Context: an optimization exercise on an open-source flow, tuned for small area and a short achievable clock period. The choices shown serve that exercise and are no tape-out recipe.
Power figures rest on the tool's default switching activity, not on a simulated workload.

## P
==> flow/design.v <==
module CmpTree #(parameter N = 8) (
  input  wire [N-1:0] a,
  input  wire [N-1:0] b,
  output wire         gt,
  output wire         eq
);
  localparam L = $clog2(N);
  localparam M = 1 << L;
  wire [M-1:0] g [0:L];
  wire [M-1:0] e [0:L];
  assign g[0] = {{(M-N){1'b0}}, b & ~a};
  assign e[0] = {{(M-N){1'b1}}, ~(a ^ b)};
  genvar l, i;
  generate
    for (l = 0; l < L; l = l + 1) begin : lvl
      for (i = 0; i < (M >> (l + 1)); i = i + 1) begin : nd
        assign g[l+1][i] = g[l][2*i+1] | (e[l][2*i+1] & g[l][2*i]);
        assign e[l+1][i] = e[l][2*i+1] & e[l][2*i];
      end
      if ((M >> (l + 1)) < M) begin : pad
        assign g[l+1][M-1:(M >> (l + 1))] = 0;
        assign e[l+1][M-1:(M >> (l + 1))] = 0;
      end
    end
  endgenerate
  assign gt = g[L][0];
  assign eq = e[L][0];
endmodule
module KsAdd #(parameter N = 24) (
  input  wire [N-1:0] x,
  input  wire [N-1:0] y,
  output wire [N-1:0] s,
  output wire         co
);
  localparam L = $clog2(N);
  wire [N-1:0] p = x ^ y;
  wire [N-1:0] g [0:L];
  wire [N-1:0] pp [0:L];
  assign g[0]  = x & y;
  assign pp[0] = p;
  genvar l, i;
  generate
    for (l = 0; l < L; l = l + 1) begin : lvl
      for (i = 0; i < N; i = i + 1) begin : bt
        if (i >= (1 << l)) begin : cb
          assign g[l+1][i]  = g[l][i] | (pp[l][i] & g[l][i - (1 << l)]);
          assign pp[l+1][i] = pp[l][i] & pp[l][i - (1 << l)];
        end else begin : ps
          assign g[l+1][i]  = g[l][i];
          assign pp[l+1][i] = pp[l][i];
        end
      end
    end
  endgenerate
  assign s  = p ^ {g[L][N-2:0], 1'b0};
  assign co = g[L][N-1];
endmodule
module ExpDiff (
  input  wire [7:0] ea,
  input  wire [7:0] eb,
  output wire [7:0] dab,     
  output wire [7:0] dba,     
  output wire       ge,      
  output wire       eq       
);
  wire [7:0] x = ea;
  wire [7:0] y = ~eb;
  wire [7:0] p = x ^ y;
  wire [7:0] g [0:3];
  wire [7:0] pp [0:3];
  assign g[0]  = x & y;
  assign pp[0] = p;
  genvar l, i;
  generate
    for (l = 0; l < 3; l = l + 1) begin : lvl
      for (i = 0; i < 8; i = i + 1) begin : bt
        if (i >= (1 << l)) begin : cb
          assign g[l+1][i]  = g[l][i] | (pp[l][i] & g[l][i - (1 << l)]);
          assign pp[l+1][i] = pp[l][i] & pp[l][i - (1 << l)];
        end else begin : ps
          assign g[l+1][i]  = g[l][i];
          assign pp[l+1][i] = pp[l][i];
        end
      end
    end
  endgenerate
  wire [7:0] c0 = {g[3][6:0], 1'b0};
  wire [7:0] c1 = {g[3][6:0] | pp[3][6:0], 1'b1};
  assign dba = ~(p ^ c0);
  assign dab = p ^ c1;
  assign ge  = g[3][7] | pp[3][7];
  assign eq  = pp[3][7];
endmodule
module SkAdd #(parameter N = 24) (
  input  wire [N-1:0] x,
  input  wire [N-1:0] y,
  output wire [N-1:0] s,
  output wire         co
);
  localparam L = $clog2(N);
  wire [N-1:0] p = x ^ y;
  wire [N-1:0] g [0:L];
  wire [N-1:0] pp [0:L];
  assign g[0]  = x & y;
  assign pp[0] = p;
  genvar l, i;
  generate
    for (l = 0; l < L; l = l + 1) begin : lvl
      for (i = 0; i < N; i = i + 1) begin : bt
        if ((i >> l) & 1) begin : cb
          assign g[l+1][i]  = g[l][i] | (pp[l][i] & g[l][((i >> l) << l) - 1]);
          assign pp[l+1][i] = pp[l][i] & pp[l][((i >> l) << l) - 1];
        end else begin : ps
          assign g[l+1][i]  = g[l][i];
          assign pp[l+1][i] = pp[l][i];
        end
      end
    end
  endgenerate
  assign s  = p ^ {g[L][N-2:0], 1'b0};
  assign co = g[L][N-1];
endmodule
module Lzc32 (
  input  wire [31:0] x,
  output wire [4:0]  cnt,
  output wire        zero
);
  wire [15:0] z1; wire [15:0] c1;           
  wire [7:0]  z2; wire [15:0] c2;           
  wire [3:0]  z3; wire [11:0] c3;           
  wire [1:0]  z4; wire [7:0]  c4;           
  genvar i;
  generate
    for (i = 0; i < 16; i = i + 1) begin : l1
      assign z1[i] = ~(x[2*i+1] | x[2*i]);
      assign c1[i] = ~x[2*i+1];
    end
    for (i = 0; i < 8; i = i + 1) begin : l2
      assign z2[i] = z1[2*i+1] & z1[2*i];
      assign c2[2*i+1:2*i] = z1[2*i+1] ? {1'b1, c1[2*i]} : {1'b0, c1[2*i+1]};
    end
    for (i = 0; i < 4; i = i + 1) begin : l3
      assign z3[i] = z2[2*i+1] & z2[2*i];
      assign c3[3*i+2:3*i] = z2[2*i+1] ? {1'b1, c2[4*i+1:4*i]} : {1'b0, c2[4*i+3:4*i+2]};
    end
    for (i = 0; i < 2; i = i + 1) begin : l4
      assign z4[i] = z3[2*i+1] & z3[2*i];
      assign c4[4*i+3:4*i] = z3[2*i+1] ? {1'b1, c3[6*i+2:6*i]} : {1'b0, c3[6*i+5:6*i+3]};
    end
  endgenerate
  assign zero = z4[1] & z4[0];
  assign cnt  = z4[1] ? {1'b1, c4[3:0]} : {1'b0, c4[7:4]};
endmodule
module PipelinedFAdd (
  input  wire        clk,
  input  wire        rst,
  input  wire [31:0] A,
  input  wire [31:0] B,
  input  wire        operation,
  input  wire        in_valid,
  output wire [31:0] result,
  output wire        out_valid
);
  wire        sa = A[31];
  wire        sb = B[31] ^ operation;
  wire [7:0]  ea = A[30:23];
  wire [7:0]  eb = B[30:23];
  wire [22:0] fa = A[22:0];
  wire [22:0] fb = B[22:0];
  wire fa_nz  = |fa;
  wire fb_nz  = |fb;
  wire a_nan  = (&ea) & fa_nz;
  wire a_inf  = (&ea) & ~fa_nz;
  wire b_inf  = (&eb) & ~fb_nz;
  wire a_zero = ~(|ea) & ~fa_nz;
  wire b_zero = ~(|eb) & ~fb_nz;
  wire special = (&ea) | (&eb) | a_zero | b_zero;
  wire [7:0] dab, dba;
  wire       e_ge, e_eq;
  ExpDiff u_ed (.ea(ea), .eb(eb), .dab(dab), .dba(dba), .ge(e_ge), .eq(e_eq));
  wire f_gt, f_eq;
  CmpTree #(23) u_cf (.a(fa), .b(fb), .gt(f_gt), .eq(f_eq));
  wire swap = (~e_ge | (e_eq & f_gt)) & ~a_nan;
  wire [7:0] d = e_ge ? dab : dba;
  reg  [7:0]  r1_ea, r1_eb;
  reg  [22:0] r1_fa, r1_fb;
  reg  [4:0]  r1_d;
  reg         r1_swap, r1_sa, r1_sb, r1_qnan, r1_zflip, r1_cancel;
  reg         r1_special, r1_kill;
  always @(posedge clk) begin
    r1_ea     <= ea;
    r1_eb     <= eb;
    r1_fa     <= fa;
    r1_fb     <= fb;
    r1_sa     <= sa;
    r1_sb     <= sb;
    r1_swap   <= swap;
    r1_d      <= d[4:0];
    r1_special <= special;
    r1_kill   <= special | (d > 8'd23);
    r1_qnan   <= a_inf & b_inf & operation & (sa ^ sb);
    r1_zflip  <= a_zero & b_zero & operation;
    r1_cancel <= e_eq & f_eq & (sa ^ sb) & ~special;
  end
  wire [7:0]  e_big   = r1_swap ? r1_eb : r1_ea;
  wire [22:0] f_big   = r1_swap ? r1_fb : r1_fa;
  wire [22:0] f_small = r1_swap ? r1_fa : r1_fb;
  wire        h_big   = (|e_big) | r1_special;
  wire        h_small = r1_swap ? (|r1_ea) : (|r1_eb);
  wire [23:0] ms_al   = r1_kill ? 24'd0 : ({h_small, f_small} >> r1_d);
  wire        sub     = r1_sa ^ r1_sb;
  reg  [7:0]  r2_q;
  reg  [23:0] r2_xb, r2_ys;
  reg         r2_s, r2_sub, r2_qnan;
  always @(posedge clk) begin
    r2_q    <= r1_cancel ? (~e_big - 8'd25) : (~e_big - 8'd1);
    r2_xb   <= {h_big, f_big} ^ {24{sub}};
    r2_ys   <= ms_al;
    r2_sub  <= sub;
    r2_qnan <= r1_qnan;
    r2_s    <= ~r1_qnan & ((r1_swap ? r1_sb : r1_sa) ^ r1_zflip);
  end
  wire [23:0] ad_s;
  wire        ad_co;
  SkAdd #(24) u_add (.x(r2_xb), .y(r2_ys), .s(ad_s), .co(ad_co));
  reg  [7:0]  r3_q;
  reg  [24:0] r3_sum;
  reg         r3_s, r3_qnan;
  always @(posedge clk) begin
    r3_q    <= r2_q;
    r3_sum  <= {ad_co & ~r2_sub, ad_s ^ {24{r2_sub}}};
    r3_s    <= r2_s;
    r3_qnan <= r2_qnan;
  end
  wire [4:0] lz;
  wire       lz_zero;
  Lzc32 u_lzc (.x({r3_sum, 7'h7F}), .cnt(lz), .zero(lz_zero));
  wire [24:0] sh4 = lz[4] ? {r3_sum[8:0], 16'd0} : r3_sum;
  wire [24:0] sh3 = lz[3] ? {sh4[16:0], 8'd0} : sh4;
  wire [24:0] sh2 = lz[2] ? {sh3[20:0], 4'd0} : sh3;
  wire [24:0] sh1 = lz[1] ? {sh2[22:0], 2'd0} : sh2;
  wire [24:0] sh0 = lz[0] ? {sh1[23:0], 1'd0} : sh1;
  wire [7:0] ne_out;
  wire       ne_co;
  KsAdd #(8) u_exp (.x(r3_q), .y({3'd0, lz}), .s(ne_out), .co(ne_co));
  reg [31:0] r4_res;
  always @(posedge clk)
    r4_res <= {r3_s, ~ne_out, sh0[23] | r3_qnan, sh0[22:1]};
  assign result = r4_res;
  reg [3:0] vld;
  always @(posedge clk or posedge rst)
    if (rst) vld <= 4'b0000;
    else     vld <= {vld[2:0], in_valid};
  assign out_valid = vld[3];
endmodule
Settings: LEC_CHECK=0, ABC_AREA=1, CAP_MARGIN=20, CORE_MARGIN=2, CORE_UTILIZATION=40, SETUP_SLACK_MARGIN=5, SLEW_MARGIN=20; clock period 8.0 ns.
standard.sh (not shown) runs the stock make flow with config.mk's settings and CLKGATE_MAP_FILE= SYNTH_SCRIPT=/design/flow/synth_recipe.tcl, a recipe that flattens the netlist after the stock synthesis.
==> flow/flow/run.sh <==
#!/bin/bash
# Standard layout, with the adder cells left to ABC (no full/half adder
# extraction before it) and timing repair aiming at a tighter setup margin.
# make's output goes to standard.log, each ORFS step logs to orfs/logs/.
bash standard.sh ADDER_MAP_FILE= SETUP_SLACK_MARGIN=5.6 finish > standard.log 2>&1
P completed every stage of the flow, and the final layout passed the timing, DRC and antenna checks.
Input-level comparison between Q and P:
diff --git a/flow/design.v b/flow/design.v
--- a/flow/design.v
+++ b/flow/design.v
@@ -4,7 +4,7 @@
   output wire         gt,
   output wire         eq
 );
-  localparam L = $clog2(N);
+  localparam L = (N > 16) ? 5 : (N > 8) ? 4 : (N > 4) ? 3 : (N > 2) ? 2 : 1;
   localparam M = 1 << L;
   wire [M-1:0] g [0:L];
   wire [M-1:0] e [0:L];
@@ -32,7 +32,7 @@
   output wire [N-1:0] s,
   output wire         co
 );
-  localparam L = $clog2(N);
+  localparam L = (N > 16) ? 5 : (N > 8) ? 4 : (N > 4) ? 3 : (N > 2) ? 2 : 1;
   wire [N-1:0] p = x ^ y;
   wire [N-1:0] g [0:L];
   wire [N-1:0] pp [0:L];
@@ -97,7 +97,7 @@
   output wire [N-1:0] s,
   output wire         co
 );
-  localparam L = $clog2(N);
+  localparam L = (N > 16) ? 5 : (N > 8) ? 4 : (N > 4) ? 3 : (N > 2) ? 2 : 1;
   wire [N-1:0] p = x ^ y;
   wire [N-1:0] g [0:L];
   wire [N-1:0] pp [0:L];
@@ -178,47 +178,49 @@
   wire [7:0] dab, dba;
   wire       e_ge, e_eq;
   ExpDiff u_ed (.ea(ea), .eb(eb), .dab(dab), .dba(dba), .ge(e_ge), .eq(e_eq));
-  wire f_gt, f_eq;
-  CmpTree #(23) u_cf (.a(fa), .b(fb), .gt(f_gt), .eq(f_eq));
-  wire swap = (~e_ge | (e_eq & f_gt)) & ~a_nan;
+  wire swap = ~e_ge | (e_eq & special & ~fa_nz & fb_nz);
   wire [7:0] d = e_ge ? dab : dba;
   reg  [7:0]  r1_ea, r1_eb;
   reg  [22:0] r1_fa, r1_fb;
   reg  [4:0]  r1_d;
-  reg         r1_swap, r1_sa, r1_sb, r1_qnan, r1_zflip, r1_cancel;
+  reg         r1_swap, r1_sa, r1_sb, r1_qnan, r1_zflip, r1_eeq;
   reg         r1_special, r1_kill;
   always @(posedge clk) begin
-    r1_ea     <= ea;
-    r1_eb     <= eb;
-    r1_fa     <= fa;
-    r1_fb     <= fb;
-    r1_sa     <= sa;
-    r1_sb     <= sb;
-    r1_swap   <= swap;
-    r1_d      <= d[4:0];
+    r1_ea      <= ea;
+    r1_eb      <= eb;
+    r1_fa      <= fa;
+    r1_fb      <= fb;
+    r1_sa      <= sa;
+    r1_sb      <= sb;
+    r1_swap    <= swap;
+    r1_d       <= d[4:0];
     r1_special <= special;
-    r1_kill   <= special | (d > 8'd23);
-    r1_qnan   <= a_inf & b_inf & operation & (sa ^ sb);
-    r1_zflip  <= a_zero & b_zero & operation;
-    r1_cancel <= e_eq & f_eq & (sa ^ sb) & ~special;
+    r1_kill    <= special | (e_ge ? (dab > 8'd23) : (dba > 8'd23));
+    r1_qnan    <= a_inf & b_inf & operation & (sa ^ sb);
+    r1_zflip   <= a_zero & b_zero & operation;
+    r1_eeq     <= e_eq;
   end
   wire [7:0]  e_big   = r1_swap ? r1_eb : r1_ea;
   wire [22:0] f_big   = r1_swap ? r1_fb : r1_fa;
   wire [22:0] f_small = r1_swap ? r1_fa : r1_fb;
   wire        h_big   = (|e_big) | r1_special;
   wire        h_small = r1_swap ? (|r1_ea) : (|r1_eb);
-  wire [23:0] ms_al   = r1_kill ? 24'd0 : ({h_small, f_small} >> r1_d);
+  wire [23:0] ms_sh   = {h_small, f_small} >> r1_d;
   wire        sub     = r1_sa ^ r1_sb;
+  wire f_gt, f_eq;
+  CmpTree #(23) u_cf (.a(r1_fa), .b(r1_fb), .gt(f_gt), .eq(f_eq));
+  wire rev    = r1_eeq & ~r1_special & sub & f_gt;
+  wire cancel = r1_eeq & ~r1_special & sub & f_eq;
   reg  [7:0]  r2_q;
   reg  [23:0] r2_xb, r2_ys;
   reg         r2_s, r2_sub, r2_qnan;
   always @(posedge clk) begin
-    r2_q    <= r1_cancel ? (~e_big - 8'd25) : (~e_big - 8'd1);
-    r2_xb   <= {h_big, f_big} ^ {24{sub}};
-    r2_ys   <= ms_al;
+    r2_q    <= cancel ? (~e_big - 8'd25) : (~e_big - 8'd1);
+    r2_xb   <= {h_big, f_big} ^ {24{sub & ~rev}};
+    r2_ys   <= rev ? ~{h_small, f_small} : (r1_kill ? 24'd0 : ms_sh);
     r2_sub  <= sub;
     r2_qnan <= r1_qnan;
-    r2_s    <= ~r1_qnan & ((r1_swap ? r1_sb : r1_sa) ^ r1_zflip);
+    r2_s    <= ~r1_qnan & (((r1_swap ^ rev) ? r1_sb : r1_sa) ^ r1_zflip);
   end
   wire [23:0] ad_s;
   wire        ad_co;
Measured against Q, the clock network power of P comes out at 1.09 times the reference value.
Multi-input logic cell count was higher in P than in Q.
~same initial standard-cell utilization of the core in P and Q
Diff P..Q | area used by sequential logic in the layout | negligible
In the flow results for P and Q, the cell count is larger on P.
Per the comparison of Q with P, design area lost about 1.2%, total power lost 3.7%, wire length of the first global-routing pass lost about 7%.
Capturing element of the worst setup path: out_valid -> P, r1_swap$_DFF_P_ -> Q
No run of this note included a check of the RTL's function; only the layout flow was run.

what the ideal ports hide:
The flow's constraints put no driver on any port. The routed layouts listed below were extracted and timed again, unchanged, in two steps.
Step 1 (the two cells are an assumption about what drives the block):
set clk [get_ports {clk}]
set_driving_cell -lib_cell sky130_fd_sc_hd__clkbuf_16 $clk
set_driving_cell -lib_cell sky130_fd_sc_hd__buf_2 [delete_from_list [all_inputs] $clk]
Step 2 adds t to the input delays and takes it off the output delays; t is the mean of the earliest and latest rising clock arrival at the registers after step 1. Input paths then give back, and output paths get back, about the clock's delay inside the block.
Slacks: ideal ports / drivers / drivers and shift; pairs: ideal ports / drivers.
run	shift t [ns]	slack for setup (ns)	hold WS [ns]	cell pins on the clock port's net
P	0.555	5.408 / 5.362 / 4.988	0.324 / 0.324 / 0.324	1
Q	0.550	5.358 / 5.369 / 4.835	0.319 / 0.319 / 0.319	1
After both steps setup and hold are still met in every run listed. For Q, which loses most, drivers alone change the setup slack by +0.011 ns; drivers and shift together by -0.523 ns.
